This is an optimization exercise on Yosys and OpenROAD, whose aim is small area and a short achievable clock period, not a production implementation. Only simulation tests tie the RTL to the original design; equivalence was not proved. No activity file was given, so power comes from the tool's default toggle rates.

==> job 1368: inputs <==
## alu_operations_five
module alu_operations_five (
    input  clk,
    input  rst_n,
    input  load,
    input  signed [31:0]  ID_EX_A,
    input  signed [31:0]  ID_EX_B,
    input  signed [5:0]   opcode,
    output reg signed [31:0] ALU_result
);
    wire [31:0] A = ID_EX_A;
    wire [31:0] B = ID_EX_B;
    wire [5:0]  op = opcode;
    wire valid = (op[5:3] == 3'b000) && (op[2:1] != 2'b11);
    wire m = op[2] & op[0];               
    wire cAND = ~m & op[1] & ~op[0];
    wire cOR = ~m & op[1] & op[0];
    wire cAOR = ~m & (~op[1] | op[0]);
    wire cC = ~m & ~op[1];
    wire inv = op[0] | op[2];
    wire [31:0] nAg;
    wire g1;
    wire g2;
    wire g3;
    wire neg0_4;
    wire g5;
    wire g6;
    wire g7;
    wire neg0_8;
    wire g9;
    wire g10;
    wire g11;
    wire g12;
    wire g13;
    wire g14;
    wire g15;
    wire g16;
    wire g17;
    wire g18;
    wire g19;
    wire g20;
    wire g21;
    wire g22;
    wire g23;
    wire g24;
  ...
==> flow/config.mk <==
export PLATFORM = sky130hd
export DESIGN_NAME = alu_operations_five
export DESIGN_NICKNAME = alu_operations_five
export VERILOG_FILES = /design/flow/design.v
export SDC_FILE = /design/flow/constraint.sdc
export NUM_CORES = 4
export LEC_CHECK = 0
export CAP_MARGIN = 20
export CORE_MARGIN = 2
export CORE_UTILIZATION = 40
export SETUP_SLACK_MARGIN = 3.8
export SLEW_MARGIN = 20
export SYNTH_HIERARCHICAL = 1
==> flow/constraint.sdc <==
create_clock -name core_clock -period 8.5 [get_ports {clk}]
set_input_delay 1.7000 -clock core_clock [delete_from_list [all_inputs] [get_ports {clk}]]
set_output_delay 1.7000 -clock core_clock [all_outputs]
set_load 0.01 [all_outputs]
standard.sh (not shown) runs the stock make flow with config.mk's settings and CLKGATE_MAP_FILE= SYNTH_SCRIPT=/design/flow/synth_recipe.tcl, a recipe that flattens the netlist after the stock synthesis.
==> flow/flow/run.sh <==
#!/bin/bash
set -euo pipefail
bash standard.sh BUFFER_PORTS_ARGS="-buffer_cell sky130_fd_sc_hd__buf_1" finish > standard.log 2>&1
==> job 7006 (differences from job 1368) <==
- CTS_BUF_LIST: not set -> sky130_fd_sc_hd__clkbuf_4 sky130_fd_sc_hd__clkbuf_8
- SETUP_SLACK_MARGIN: 3.8 -> 4.1
==> job 6982 (differences from job 1368) <==
- CAP_MARGIN: 20 -> 10
- CTS_BUF_LIST: not set -> sky130_fd_sc_hd__clkbuf_4 sky130_fd_sc_hd__clkbuf_8
- SETUP_SLACK_MARGIN: 3.8 -> 4.1
- SLEW_MARGIN: 20 -> 10
==> results.txt <==
Finish
From synthesis to final layout, the design area changed by 14.4%. The multi-input gate share of total cell area is 68.1%. The non-filler instance count after layout is 2163.

Route
The sum of met2 wire segment lengths after detailed routing is 25100 µm. The number of DRC markers in iteration 0 is 1333.

Status
The flow ran to the end and the layout has no timing, DRC or antenna violations.

Place
At the end of routability-driven placement, the weighted congestion stood at 0.963.

Global route
For this run, global-route usage on met2 was measured as 40.1%. The via count of the first global-routing pass is 13312.

Power
In this run, flip-flops and latches consume 22.5% of the power. In this run, the clock network consumes 11.4% of the power.

Setup path
In this design, the stage delay of the slowest critical-path cell is 550 ps.

Timing
The minimum hold slack is 510 ps.
Source of the figures above: job 6982

==> results.txt <==
Finish
Once layout is complete, the cells apart from fillers number 2163. The area overhead of the layout relative to synthesis is 14.4%. The multi-input gate share of total cell area is 68.1%.

Power
The share of total power in sequential cells is 22.5%. Per report_power, the clock group accounts for 11.4% of the total.

Place
The congestion estimate from routability-driven global placement came to 0.963.

Status
The run finished with no timing, DRC or antenna violations.

Global route
The met2 track demand over resource in global routing is 40.1%.
Source of the figures above: job 7006

==> results.txt <==
Global route
The via count of the first global-routing pass is 13644. The met2 track demand over resource in global routing is 40.7%.

Finish
Multi-input gates account for 66.7% of the area. The area overhead of the layout relative to synthesis is 15.9%. The non-filler instance count after layout is 2178.

Status
The run finished with no timing, DRC or antenna violations.

Setup path
The longest individual stage delay on the worst path is 470 ps.

Power
The share of total power in sequential cells is 21.7%.

Timing
The minimum hold slack is 508 ps.

Route
The number of DRC markers in iteration 0 is 1644. Detailed routing placed a total of 26200 µm of wire on met2.

Place
The routability congestion estimate is 0.954.
Source of the figures above: job 1368

## port drivers added, routing unchanged
In the flow no input, the clock included, has a driving cell. The finished layouts below were timed again as built, in two steps. Step 1 assumes that a clkbuf_16 drives the clock port and a buf_2 every other input. Step 2 moves the port delays by t, midway between the first and last clock arrival at a register: inputs arrive t later, outputs are due t later. That takes back most of the time a late clock gives input paths. Slacks: ideal ports / drivers / drivers and shift; pairs: ideal ports / drivers.
| run | shift t [ns] | slack for setup (ns) | slew at the worst register clock pin (ns) | worst slew at a driven data input, ns | pins driven straight from the clock port |
|---|---|---|---|---|---|
| job 1368 | 0.513 | 3.831 / 3.864 / 3.351 | 0.07 / 0.07 | 0.09 | 1 |
| job 7006 | 0.560 | 4.074 / 4.067 / 3.506 | 0.09 / 0.09 | 0.07 | 1 |
| job 6982 | 0.560 | 4.074 / 4.067 / 3.506 | 0.09 / 0.09 | 0.07 | 1 |
After both steps setup and hold are still met in every run listed.
